What follows belongs to an exercise in optimizing a design on an open flow for small area; a production flow would make more cautious choices. At most, simulation tests tie the RTL to the original design; equivalence was not proved. The clock port is modelled as an ideal driver, which makes a skipped or thinned clock tree look cheaper than it is; a real chip needs a root buffer or a tree.

Design SecuritySystem, start of the top module:
module SecuritySystem (
    input wire clk,
    input wire rst_n,                             
    input wire multipurpose_button, mode_change,  
    input wire [3:0] passcode_in,
    input wire echo,
    output wire trig,
    output wire buzzer, police_led,
    output wire [2:0] alarm_leds,
    output wire [41:0] display
);
Size in the first run: about 380 cells after synthesis, ~97 flip-flops, roughly 3400 µm² of cells after synthesis.
==> module AlarmDrive, before the edit <==
module AlarmDrive (
    input wire clk,
    input wire rst_n,
    input wire [1:0] alarm_state,
    output reg buzzer,
    output reg police_led,
    output wire [2:0] alarm_leds
);
    localparam [15:0] T_P = 16'b1010101010101010;
    reg  [15:0] ty;
    wire [15:0] t = ty ^ T_P;
    wire tick_1hz = (~t[15] & t[14] & ~t[12] & t[11] & ~t[10] & ~t[9] & ~t[8] & ~t[7] & ~t[6] & ~t[4] & ~t[3] & ~t[2] & ~t[1] & ~t[0]);
    localparam [9:0] B_P = 10'b1010101010;
    reg  [9:0] by;
    wire [9:0] b = by ^ B_P;
    wire tick_buz = (~b[9] & ~b[8] & b[6] & ~b[5] & ~b[4] & b[3] & b[1] & ~b[0]);
    reg buz_active;
    reg led_state;         
    reg led_a, led_b;      
    assign alarm_leds = {led_a, led_b, led_a};
    always @(posedge clk) begin
        ty <= (rst_n ? {t[14:0], t[15] ^ t[2] ^ tick_1hz} : 16'b1010000010000011) ^ T_P;
        by <= (rst_n ? {b[8:0], b[9] ^ b[2] ^ tick_buz} : 10'b0100111001) ^ B_P;
    end
    always @(posedge clk) begin
        if (!rst_n) begin
            buz_active <= 0;
            led_state  <= 0;
            police_led <= 0;
            led_a      <= 0;
            led_b      <= 0;
            buzzer     <= 0;
        end else begin
            if (tick_1hz) begin
                case (alarm_state)
                    2'b00: begin
                        buz_active <= 0; police_led <= 0; led_a <= 0; led_b <= 0;
                    end
                    2'b01: begin
                        led_state <= ~led_state;
                        buz_active <= ~buz_active; police_led <= 0;
                        led_a <= led_state; led_b <= ~led_state;
                    end
                    2'b10: begin
                        buz_active <= ~buz_active; police_led <= 0; led_a <= 1; led_b <= 1;
                    end
                    2'b11: begin
                        buz_active <= ~buz_active; police_led <= ~police_led; led_a <= 0; led_b <= 0;
                    end
                endcase
            end
            if (tick_buz) buzzer <= buz_active & ~buzzer;
        end
    end
endmodule
==> module SecuritySystem, before the edit <==
module SecuritySystem (
    input wire clk,
    input wire rst_n,                             
    input wire multipurpose_button, mode_change,  
    input wire [3:0] passcode_in,
    input wire echo,
    output wire trig,
    output wire buzzer, police_led,
    output wire [2:0] alarm_leds,
    output wire [41:0] display
);
    localparam UNARM = 2'b00;
    localparam ARMS  = 2'b01;
    localparam ARMA  = 2'b11;
    localparam RESET = 2'b10;
    localparam ALRMOFF = 2'b00;
    localparam ALRMON  = 2'b01;
    localparam AWAYSEQ = 2'b10;
    localparam PLCCLD  = 2'b11;
    reg [1:0] state;
    reg mode_change_q;
    reg passcode_confirmed;
    reg show_passcode;          
    reg reset_pass;             
    reg [3:0] passcode;
    reg [1:0] alarm_state;
    reg alarm_new;              
    localparam [18:0] C_P = 19'b1111111000000000000;
    reg  [18:0] cy;
    wire [18:0] c = cy ^ C_P;
    wire c_end = (~c[18] & c[17] & ~c[16] & ~c[15] & c[14] & ~c[13] & ~c[12] & ~c[11] & c[10] & ~c[9] & ~c[8] & c[7] & ~c[6] & c[5] & c[4] & ~c[3] & ~c[2] & ~c[1] & ~c[0]);
    wire mode_change_fall = mode_change_q & ~mode_change;
    wire [1:0] state_next = mode_change_fall ? {state[0], ~state[1]} : state;
    wire door_open;
    wire armed = state[0];
    ModeMessage message(.mode({show_passcode, state}), .msg(passcode_in), .display(display));
    AlarmDrive alarm(.clk(clk), .rst_n(rst_n), .alarm_state(alarm_state), .buzzer(buzzer),
                     .police_led(police_led), .alarm_leds(alarm_leds));
    HCSRO4 sonic(.clk(clk), .rst(rst_n), .echo(echo), .trig(trig), .door_open(door_open));
    wire counting = (alarm_state == AWAYSEQ) | ((alarm_state == ALRMON) & ~alarm_new);
    always @(posedge clk) begin
        if (!rst_n) begin
            state         <= UNARM;
            mode_change_q <= 1;
        end else begin
            state         <= state_next;
            mode_change_q <= mode_change;
        end
    end
    always @(posedge clk) begin
        if (!mode_change) cy <= 19'b1111001000000010100 ^ C_P;
        else if (multipurpose_button) cy <= (counting ? {c[17:0], c[18] ^ c[12]} : 19'b1111111000000000000) ^ C_P;
    end
    always @(posedge clk) begin
        if (!rst_n) begin
            passcode_confirmed <= 0;
            show_passcode      <= 0;
            reset_pass         <= 0;
            passcode           <= 0;
            alarm_state        <= ALRMOFF;
        end else if (!mode_change) begin
            show_passcode <= 0;
            reset_pass    <= 0;
            alarm_state   <= (state_next == ARMA) ? AWAYSEQ : ALRMOFF;
        end else if (!multipurpose_button) begin
            if (state != UNARM) begin
                if (reset_pass) begin
                    reset_pass         <= 0;
                    show_passcode      <= 1;
                    passcode           <= passcode_in;
                    passcode_confirmed <= 0;
                end else begin
                    passcode_confirmed <= (passcode == passcode_in);
                    if (passcode == passcode_in) begin
                        if (state == RESET) reset_pass <= 1;
                        else alarm_state <= ALRMOFF;
                    end
                end
            end
        end else if (armed) begin
            case (alarm_state)
                AWAYSEQ: if (c_end) alarm_state <= ALRMOFF;
                ALRMON: begin
                    if (alarm_new) alarm_state <= PLCCLD;
                    else if (passcode_confirmed) alarm_state <= ALRMOFF;
                    alarm_new <= c_end;
                end
                default: if (door_open) begin
                    alarm_state <= ALRMON;
                    alarm_new <= (alarm_state == ALRMOFF);
                end
            endcase
        end
    end
endmodule
Settings: LEC_CHECK=0, CAP_MARGIN=20, CORE_MARGIN=2, CORE_UTILIZATION=40, SLEW_MARGIN=20; clock period 25.0 ns.
standard.sh (not shown) runs the stock make flow with config.mk's settings and CLKGATE_MAP_FILE= SYNTH_SCRIPT=/design/flow/synth_recipe.tcl, a recipe that flattens the netlist after the stock synthesis.
==> flow/flow/run.sh <==
#!/bin/bash
# The standard layout (standard.sh) with these changes:
#  - synthesis (flow/my_synth.tcl) maps the logic with a portfolio of area-oriented
#    ABC scripts (flow/abc/*.abc and &deepsyn scripts written below), run in four
#    parallel synthesis runs, and keeps the smallest result; no adder extraction.
#    Everything before ABC is the standard synthesis, so the registers are its own;
#  - port buffers are sky130_fd_sc_hd__buf_1;
#  - CTS without dummy loads; then the CTS tree is replaced by a two-level tree
#    (one root buffer, a few clkbuf_8 leaves, flow/ctree.tcl) when its estimated
#    clock-pin slew stays under 110 ps; otherwise the CTS tree is kept.
set -euo pipefail
HERE=$(pwd)
export BUFFER_PORTS_ARGS="-buffer_cell sky130_fd_sc_hd__buf_1"
export CTS_ARGS="-sink_clustering_enable -repair_clock_nets -dont_use_dummy_load -buf_list sky130_fd_sc_hd__clkbuf_8 -sink_clustering_size 50 -sink_clustering_max_diameter 150"
export PLATFORM_DIR=$FLOW_HOME/platforms/$FLOW_PLATFORM
RR=results/$FLOW_PLATFORM/SecuritySystem/base
mkdir -p abc_scripts
for S in 1 2 3 4 5 6 7 8 9 10 11 12; do
  printf '%s\n' strash "&get -n" "&deepsyn -S $S -T 30" "&put" "dch -f" "amap -m" mfs2 strash "dch -f" amap topo > abc_scripts/ds${S}_a.abc
  printf '%s\n' strash "&get -n" "&deepsyn -S $S -T 30" "&put" "dch -f" amap mfs2 strash "dch -f" "amap -m" mfs2 strash "dch -f" amap topo > abc_scripts/ds${S}_b.abc
done
cp flow/abc/*.abc abc_scripts/
ALL=($(ls $HERE/abc_scripts/*.abc))
pids=()
for g in 0 1 2 3; do
  list=""
  for ((i=g; i<${#ALL[@]}; i+=4)); do list="$list ${ALL[$i]}"; done
  sed -e "s#SYNTH_SCRIPT=[^ ]*#SYNTH_SCRIPT=$HERE/flow/my_synth.tcl#" -e "s#WORK_HOME=[^ ]*#WORK_HOME=$HERE/orfs_g$g#" standard.sh > synth_g$g.sh
  grep -q "WORK_HOME=$HERE/orfs_g$g " synth_g$g.sh
  FLOW_ABC_SCRIPTS="$list" bash synth_g$g.sh synth > synth_g$g.log 2>&1 &
  pids+=($!)
done
for p in "${pids[@]}"; do wait $p || true; done
best=""; bestarea=""
for g in 0 1 2 3; do
  f=$HERE/orfs_g$g/$RR/1_2_yosys.v
  [ -f $HERE/orfs_g$g/$RR/1_synth.odb ] || continue
  # registers are paired with the standard synthesis by name: skip a result
  # with an anonymous register name
  if grep -qE 'sky130_fd_sc_hd__\w*df\w* _[0-9]+_ ' $f; then continue; fi
  a=$(grep -h "ABC best" $HERE/orfs_g$g/logs/$FLOW_PLATFORM/SecuritySystem/base/1_2_yosys.log | awk '{print $NF}')
  if [ -z "$best" ] || python3 -c "import sys; sys.exit(0 if float('$a') < float('$bestarea') else 1)"; then best=$g; bestarea=$a; fi
done
if [ -n "$best" ]; then
  echo "synthesis: area portfolio, group $best, ABC area $bestarea" > synth_choice.log
  mv $HERE/orfs_g$best $HERE/orfs
  sed "s#SYNTH_SCRIPT=[^ ]*#SYNTH_SCRIPT=$HERE/flow/my_synth.tcl#" standard.sh > my_standard.sh
else
  echo "synthesis: standard" > synth_choice.log
  cp standard.sh my_standard.sh
fi
R=$HERE/orfs/$RR
bash my_standard.sh cts > flow_to_cts.log 2>&1
cp $R/4_cts.odb ctree_in.odb
chosen=""
for cfg in "5 sky130_fd_sc_hd__clkbuf_8 sky130_fd_sc_hd__clkbuf_2" "6 sky130_fd_sc_hd__clkbuf_8 sky130_fd_sc_hd__clkbuf_2" "7 sky130_fd_sc_hd__clkbuf_8 sky130_fd_sc_hd__clkbuf_2"; do
  set -- $cfg
  rm -f ctree_out.odb
  if IN_ODB=ctree_in.odb IN_SDC=$R/4_cts.sdc OUT_ODB=ctree_out.odb NBUF=$1 BUFM=$2 ROOT=$3 SLACKN=0 \
       openroad -no_init -exit flow/ctree.tcl > ctree_$1.log 2>&1 && [ -f ctree_out.odb ]; then
    s=$(grep "RESULT worst clock pin slew" ctree_$1.log | awk '{print $NF}')
    if [ -n "$s" ] && python3 -c "import sys; sys.exit(0 if float('$s') < 0.110 else 1)"; then chosen=$1; break; fi
  fi
done
echo "clock tree: ${chosen:-CTS}" > ctree_choice.log
if [ -n "$chosen" ]; then
  cp ctree_out.odb $R/4_1_cts.odb
  cp ctree_out.odb $R/4_cts.odb
  touch $R/4_cts.sdc
fi
bash my_standard.sh finish > flow_finish.log 2>&1
Other scripts of this flow, unchanged in this note and not shown: flow/flow/abc/a4.abc, flow/flow/abc/c2.abc, flow/flow/abc/c3.abc, flow/flow/abc/d1.abc, flow/flow/abc/e2.abc, flow/flow/abc/e3.abc, flow/flow/abc/e4.abc, flow/flow/abc/e6.abc, flow/flow/ctree.tcl, flow/flow/my_synth.tcl
Edit:
--- a/flow/design.v
+++ b/flow/design.v
@@ -110,18 +110,18 @@
         end else begin
             if (tick_1hz) begin
                 case (alarm_state)
-                    2'b00: begin
+                    2'b01: begin   
                         buz_active <= 0; police_led <= 0; led_a <= 0; led_b <= 0;
                     end
-                    2'b01: begin
+                    2'b10: begin   
                         led_state <= ~led_state;
                         buz_active <= ~buz_active; police_led <= 0;
                         led_a <= led_state; led_b <= ~led_state;
                     end
-                    2'b10: begin
+                    2'b11: begin   
                         buz_active <= ~buz_active; police_led <= 0; led_a <= 1; led_b <= 1;
                     end
-                    2'b11: begin
+                    2'b00: begin   
                         buz_active <= ~buz_active; police_led <= ~police_led; led_a <= 0; led_b <= 0;
                     end
                 endcase
@@ -145,10 +145,10 @@
     localparam ARMS  = 2'b01;
     localparam ARMA  = 2'b11;
     localparam RESET = 2'b10;
-    localparam ALRMOFF = 2'b00;
-    localparam ALRMON  = 2'b01;
-    localparam AWAYSEQ = 2'b10;
-    localparam PLCCLD  = 2'b11;
+    localparam ALRMOFF = 2'b01;
+    localparam ALRMON  = 2'b10;
+    localparam AWAYSEQ = 2'b11;
+    localparam PLCCLD  = 2'b00;
     reg [1:0] state;
     reg mode_change_q;
     reg passcode_confirmed;
@@ -157,7 +157,7 @@
     reg [3:0] passcode;
     reg [1:0] alarm_state;
     reg alarm_new;              
-    localparam [18:0] C_P = 19'b1111111000000000000;
+    localparam [18:0] C_P = 19'b0000000111111111111;
     reg  [18:0] cy;
     wire [18:0] c = cy ^ C_P;
     wire c_end = (~c[18] & c[17] & ~c[16] & ~c[15] & c[14] & ~c[13] & ~c[12] & ~c[11] & c[10] & ~c[9] & ~c[8] & c[7] & ~c[6] & c[5] & c[4] & ~c[3] & ~c[2] & ~c[1] & ~c[0]);
Result:
- final area decreases by 0.34%
- sequential cell count is unchanged
- synthesized cell count fell by 1.8%
- via count drops by 3.5%
- wire length is lower by 3.6%
No functional check of the RTL was part of the second run of this note. No run of this note takes its clock network from TritonCTS; it comes from the design's own scripts or RTL.

[separate check: timing with driven ports]
The flow's constraints put no driver on any port. The routed layouts listed below were extracted and timed again, unchanged, in two steps. Step 1, drivers: a clkbuf_16 drives clk and a buf_2 each remaining input, both assumed. Step 2 adds t to the input delays and takes it off the output delays; t is the mean of the earliest and latest rising clock arrival at the registers after step 1. Input paths then give back, and output paths get back, about the clock's delay inside the block. Slacks: ideal / step 1 / step 2; pairs: ideal / step 1.
run	t, ns	setup WS [ns]	worst hold slack (ns)	worst setup path after step 2	worst register clock-pin slew, ns
the first run	0.520	14.241 / 14.218 / 14.218	0.378 / 0.378 / 0.378	input to output	0.10 / 0.10
the second run	0.501	14.292 / 14.270 / 14.270	0.380 / 0.380 / 0.380	input to output	0.10 / 0.10
After both steps setup and hold are still met in every run listed. For the first run, which loses most, drivers alone change the setup slack by -0.023 ns; drivers and shift together by -0.023 ns.
